Context: an optimization exercise on an open-source flow, tuned for small area. The choices shown serve that exercise and are no tape-out recipe. Only simulation tests tie the RTL to the original design; equivalence was not proved. Power is estimated from default activity; no workload was simulated.

==> inputs of job 8713 <==
// cpu65xx
module cpu65xx(clk, enable, reset, nmi_n, irq_n, so_n, din, dout, addr, we, debugOpcode, debugPc, debugA, debugX, debugY, debugS);
  input clk;
  wire clk;
  input enable;
  wire enable;
  input reset;
  wire reset;
  input nmi_n;
  wire nmi_n;
  input irq_n;
  wire irq_n;
  input so_n;
  wire so_n;
  input [7:0] din;
  wire [7:0] din;
  output [7:0] dout;
  wire [7:0] dout;
  output [15:0] addr;
  reg [15:0] addr;
  output we;
  wire we;
  output [7:0] debugOpcode;
  reg [7:0] debugOpcode;
  output [15:0] debugPc;
  reg [15:0] debugPc;
  output [7:0] debugA;
  reg [7:0] debugA;
  output [7:0] debugX;
  reg [7:0] debugX;
  output [7:0] debugY;
  reg [7:0] debugY;
  output [7:0] debugS;
  reg [7:0] debugS;
  wire [7:0] _0000_;
  wire _0001_;
  wire _0002_;
  wire _0003_;
  wire _0004_;
  wire _0005_;
  wire _0006_;
  wire _0007_;
  wire _0008_;
  wire _0009_;
  wire _0010_;
  wire _0011_;
  wire _0012_;
  wire _0013_;
  wire _0014_;
  wire _0015_;
  wire _0016_;
  wire _0017_;
  wire _0018_;
  wire _0019_;
  wire _0020_;
  wire _0021_;
  wire _0022_;
  wire _0023_;
  wire _0024_;
  wire _0025_;
  wire _0026_;
  wire _0027_;
  wire _0028_;
  wire _0029_;
  wire _0030_;
  wire _0031_;
  wire _0032_;
  wire _0033_;
  wire _0034_;
  wire _0035_;
  wire _0036_;
  ...
clock: 10.0 ns
lec_check: 0
cap_margin: 20
core_margin: 2
core_utilization: 40
slew_margin: 20
standard.sh (not shown) runs the stock make flow with config.mk's settings and CLKGATE_MAP_FILE= SYNTH_SCRIPT=/design/flow/synth_recipe.tcl, a recipe that flattens the netlist after the stock synthesis.
==> flow/flow/run.sh <==
#!/bin/bash
# Standard ORFS layout (the standard.sh), with two changes:
#  - the port buffers are the smallest buffer (buf_1) instead of the
#    default choice;
#  - clock tree synthesis inserts no dummy loads.
set -euo pipefail
export BUFFER_PORTS_ARGS="-buffer_cell sky130_fd_sc_hd__buf_1"
export CTS_ARGS="-sink_clustering_enable -repair_clock_nets -dont_use_dummy_load"
bash standard.sh > standard.log 2>&1
==> job 8354: changes against job 8713 <==
ABC_AREA = 1   (was default)
CORE_UTILIZATION = 65   (was 40)
==> qor summary <==
metric	job 8354	job 8713
Status	no timing/DRC/antenna violations	no timing/DRC/antenna violations
Worst setup path startpoint	debugOpcode[6]$_SDFFCE_PP1P_	debugOpcode[4]$_SDFFCE_PP0P_
Final hold slack	504 ps	478 ps
Post-synthesis sequential area ratio	30.2%	29.2%
Register-to-Register Setup Slack	1090 ps	520 ps
Core ar.	0.0144 sq mm	0.0242 sq mm
Avg Synthesized Cell Area	7.47 sq um	8.83 sq um
CP Data Required Time	8000 ps	10070 ps
Met3 routing resource usage after global routing	10.9%	5.11%
Ratio of cells with drive above 1 in the final layout	9.71%	8.94%
Proportion of cell area occupied by multi-input gates	56.2%	59.6%
Cells after Synth	1269	1111
Total net switching power	0.000608 W	0.000602 W
Proportion of cell area spent on the clock network	2.20%	2.10%
Vias in the first global route	9324	9003
Adder and majority cell fraction of the synthesized area	11.4%	11.0%
Distinct cell type count after synthesis	61	100
Top cell type's share of synthesized area	28.5%	27.6%
Power attributed to combinational cells	0.000594 W	0.000626 W
Final core utilization	71.2%	44.3%

========
==> v22: inputs <==
cpu65xx, a different RTL version from the one above (not shown whole).
export LEC_CHECK = 0
export CAP_MARGIN = 20
export CORE_MARGIN = 2
export CORE_UTILIZATION = 40
export SLEW_MARGIN = 20
create_clock -name core_clock -period 10.0 [get_ports {clk}]
Scripts as last shown in full above: flow/flow/run.sh
==> v19: changes against v22 <==
- ABC_AREA: default -> 1
==> v25: changes against v22 <==
- CORE_UTILIZATION: 40 -> 55
- GPL_TIMING_DRIVEN: default -> 0
==> reports/summary.txt <==
Synth unique cells: 115
RR Startpoint: debugOpcode[4]
Share of the synthesized area in the top cell type: 27.27%
HP Start: processIrq
Avg Inst Size Synth: 8.952 um^2
GR Layer Usage met3: 10.05%
Hold EP: irqActive
Leakage power: 3.971 nW
Layout cells sized above 1: 10.81%
Internal: 0.9062 mW
Status: no timing/DRC/antenna violations
Worst-path fanout max: 10
Met2 Use GR: 63.34%
# the run above: v25

==> reports/summary.txt <==
Status: no timing/DRC/antenna violations
RR Startpoint: debugOpcode[7]
HP Start: V
Switching Power: 0.6468 mW
Met2 Use GR: 43.40%
Leakage power: 4.892 nW
Maximum clock rate: 0.1097 GHz
Synth unique cells: 67
Worst-path fanout max: 10
Dpl ws: 0.9378 ns
Buf/Inv on CP: 7
GR Layer Usage met3: 3.805%
Hold EP: Vprev
Max-capacitance violation count: 0
Share of the synthesized area in the top cell type: 27.16%
# the run above: v19

==> reports/summary.txt <==
Synth unique cells: 115
HP Start: V
Layout cells sized above 1: 10.61%
GR Layer Usage met3: 5.598%
Status: no timing/DRC/antenna violations
Internal: 0.9023 mW
Worst-path fanout max: 22
Met2 Use GR: 48.29%
Hold EP: Vprev
Avg Inst Size Synth: 8.952 um^2
# the run above: v22


========
==> cedar: inputs <==
cpu65xx with an RTL version that a note above also has.
clock: 10.0 ns
lec_check: 0
abc_area: 1
cap_margin: 20
core_margin: 2
core_utilization: 55
slew_margin: 20
Scripts as last shown in full above: flow/flow/run.sh
==> sierra (differences from cedar) <==
Settings changed: ABC_AREA 1 to not set.
==> summary of the runs <==
- In cedar the via count is larger than in sierra, by about 0.6%.
- Of sierra and cedar, sierra has the higher combinational power (gap about 6%, measured against cedar).
- cedar produced a clean layout. sierra ran to the end with no violations.
- Of cedar and sierra, sierra has the higher final area (gap 2.6%, measured against sierra).
- Of cedar and sierra, sierra has the higher synthesized area (gap about 3.4%, measured against sierra).
- In clock power, cedar and sierra hardly differ.
- In cedar the total power is lower than in sierra, by 3.0%.
- In cedar the clock skew is lower than in sierra, by 0.77 ps.
- Final cell count: sierra is smaller than cedar (about 12%).
- In clock-buffer cell count, cedar and sierra do not differ.
- Of sierra and cedar, sierra has the higher routed wire length (gap 5.5%, measured against cedar).

========
==> run a <==
RTL: one of the versions met above, not the one the previous note started from.
==> flow/config.mk <==
export PLATFORM = sky130hd
export DESIGN_NAME = cpu65xx
export DESIGN_NICKNAME = cpu65xx
export VERILOG_FILES = /design/flow/design.v
export SDC_FILE = /design/flow/constraint.sdc
export NUM_CORES = 4
export LEC_CHECK = 0
export ABC_CLOCK_PERIOD_IN_PS = 14000
export CAP_MARGIN = 20
export CORE_MARGIN = 2
export CORE_UTILIZATION = 40
export SLEW_MARGIN = 20
==> flow/constraint.sdc <==
create_clock -name core_clock -period 10.0 [get_ports {clk}]
set_input_delay 2.0000 -clock core_clock [delete_from_list [all_inputs] [get_ports {clk}]]
set_output_delay 2.0000 -clock core_clock [all_outputs]
set_load 0.01 [all_outputs]
Scripts as last shown in full above: flow/flow/run.sh
==> inputs of run b, as changes to run a <==
- ABC_CLOCK_PERIOD_IN_PS: 14000 -> not set
- CORE_UTILIZATION: 40 -> 55
==> results.txt <==
Measured on the final layout, buffering overhead outside the clock network stands at about 5.3%. The run finished with no timing, DRC or antenna violations. The worst-case vdd ir drop is 0.0000901 V. The clock group share of total power is approximately 20%. The total number of nets in the final design is 1256. The pre-CTS setup slack came out at 0.718 ns. The remaining max-slew budget at the tightest pin is 35.8%. Among the stages of the critical path, the cell type that occurs most often is sky130_fd_sc_hd__fa_1. In this run, power in the clock network comes to a little over 300 uW. The post-route core utilization came out at roughly 44%. The HPWL after detailed placement is a little over 30 mm.
The numbers above come from run a.

==> results.txt <==
The routed design uses around 4.1 mm of met3 wire. The layout buffering overhead excluding clock cells came out at ~5.1%. In this run the tightest slew margin relative to its limit is 31.0%. The clock network is responsible for 20.0% of the overall power.

The final-layout clock-cell area share came out at 2.12%. The count of buffers inserted at the top-level ports came out at 94. The HPWL after detailed placement came out at 28.8 mm. The worst-case vdd ir drop is around 0.000096 V. After clock tree synthesis, the flow added hold-fix buffers numbering 0. Power attributed to the clock group is between 200 and 300 uW. The run finished with no timing, DRC or antenna violations. At the end of the flow, the number of nets in the layout was 1251.
The numbers above come from run b.


========
==> 02-12 <==
cpu65xx again, from the RTL that the note above started with.
Settings: LEC_CHECK=0, CAP_MARGIN=5, CORE_MARGIN=2, CORE_UTILIZATION=55, SLEW_MARGIN=5; clock period 10.0 ns.
Scripts as last shown in full above: flow/flow/run.sh
==> 03-15: changes against 02-12 <==
==> flow/flow/run.sh (replaced) <==
#!/bin/bash
# Standard ORFS layout (the standard.sh), with two changes:
#  - the port buffers are the smallest buffer (buf_1) instead of the
#    default choice;
#  - clock tree synthesis clusters up to 50 sinks per buffer and inserts
#    no dummy loads.
set -euo pipefail
export BUFFER_PORTS_ARGS="-buffer_cell sky130_fd_sc_hd__buf_1"
export CTS_ARGS="-sink_clustering_enable -sink_clustering_size 50 -sink_clustering_max_diameter 300 -repair_clock_nets -dont_use_dummy_load"
bash standard.sh > standard.log 2>&1
--- a/flow/config.mk
+++ b/flow/config.mk
@@ -7,5 +7,5 @@
 export LEC_CHECK = 0
-export CAP_MARGIN = 5
+export CAP_MARGIN = 20
 export CORE_MARGIN = 2
-export CORE_UTILIZATION = 55
-export SLEW_MARGIN = 5
+export CORE_UTILIZATION = 40
+export SLEW_MARGIN = 20
==> 11-17: changes against 02-12 <==
==> flow/flow/run.sh (replaced) <==
#!/bin/bash
# Standard ORFS layout (the standard.sh), with two changes:
#  - the port buffers are the smallest buffer (buf_1) instead of the
#    default choice;
#  - clock tree synthesis uses clkbuf_8 below the root buffer and
#    inserts no dummy loads.
set -euo pipefail
export BUFFER_PORTS_ARGS="-buffer_cell sky130_fd_sc_hd__buf_1"
export CTS_ARGS="-sink_clustering_enable -repair_clock_nets -dont_use_dummy_load -root_buf sky130_fd_sc_hd__clkbuf_16 -buf_list sky130_fd_sc_hd__clkbuf_8"
bash standard.sh > standard.log 2>&1
--- a/flow/config.mk
+++ b/flow/config.mk
@@ -7,5 +7,5 @@
 export LEC_CHECK = 0
-export CAP_MARGIN = 5
+export CAP_MARGIN = 20
 export CORE_MARGIN = 2
-export CORE_UTILIZATION = 55
-export SLEW_MARGIN = 5
+export CORE_UTILIZATION = 40
+export SLEW_MARGIN = 20
==> summary of the runs <==
- In synthesized cell count, 02-12 and 03-15 do not differ.
- 03-15 completed with no timing, DRC or antenna violations. 11-17 finished with timing, DRC and antenna clean. 02-12 passed the timing, DRC and antenna checks.
- Of 02-12 and 11-17, 11-17 has the higher power (gap about 0.7%, measured against 11-17).
- Of 03-15 and 02-12, 02-12 has the higher utilization (gap 15 points).
- In hold slack, 03-15 and 11-17 do not differ.
- Between 02-12 and 11-17, the lower setup slack is in 11-17 (gap 0.11 ns).

[separate check: timing with driven ports]
No port has a modelled driver above. Below, the same layouts with a new extraction and two added sets of constraints. Step 1 (the two cells are an assumption about what drives the block):
set clk [get_ports {clk}]
set_driving_cell -lib_cell sky130_fd_sc_hd__clkbuf_16 $clk
set_driving_cell -lib_cell sky130_fd_sc_hd__buf_2 [delete_from_list [all_inputs] $clk]
Step 2 moves the port delays by t, midway between the first and last clock arrival at a register: inputs arrive t later, outputs are due t later. That takes back most of the time a late clock gives input paths. Slacks: no drivers / after step 1 / after step 2; pairs: no drivers / after step 1.
run | t (ns) | setup slack, ns | worst setup path at the end | worst slew at a driven data input, ns
job 8713 | 0.398 | 0.517 / 0.516 / 0.516 | register to register | 0.03
job 8354 | 0.404 | 0.993 / 0.946 / 1.093 | register to register | 0.03
v22 | 0.398 | 0.529 / 0.529 / 0.529 | register to register | 0.04
v19 | 0.393 | 0.888 / 0.888 / 0.888 | register to register | 0.05
v25 | 0.395 | 0.371 / 0.371 / 0.371 | register to register | 0.03
cedar | 0.405 | 1.154 / 1.107 / 1.217 | register to register | 0.03
sierra | 0.399 | 0.499 / 0.499 / 0.499 | register to register | 0.05
run a | 0.398 | 0.529 / 0.529 / 0.529 | register to register | 0.04
run b | 0.389 | 0.654 / 0.654 / 0.654 | register to register | 0.05
02-12 | 0.390 | 0.636 / 0.636 / 0.636 | register to register | 0.05
03-15 | 0.398 | 0.529 / 0.529 / 0.529 | register to register | 0.04
11-17 | 0.398 | 0.529 / 0.529 / 0.529 | register to register | 0.04
After both steps every run listed still meets setup and hold. The setup slack of job 8713, which loses most, moves by -0.001 ns with the drivers and by -0.001 ns with both steps.
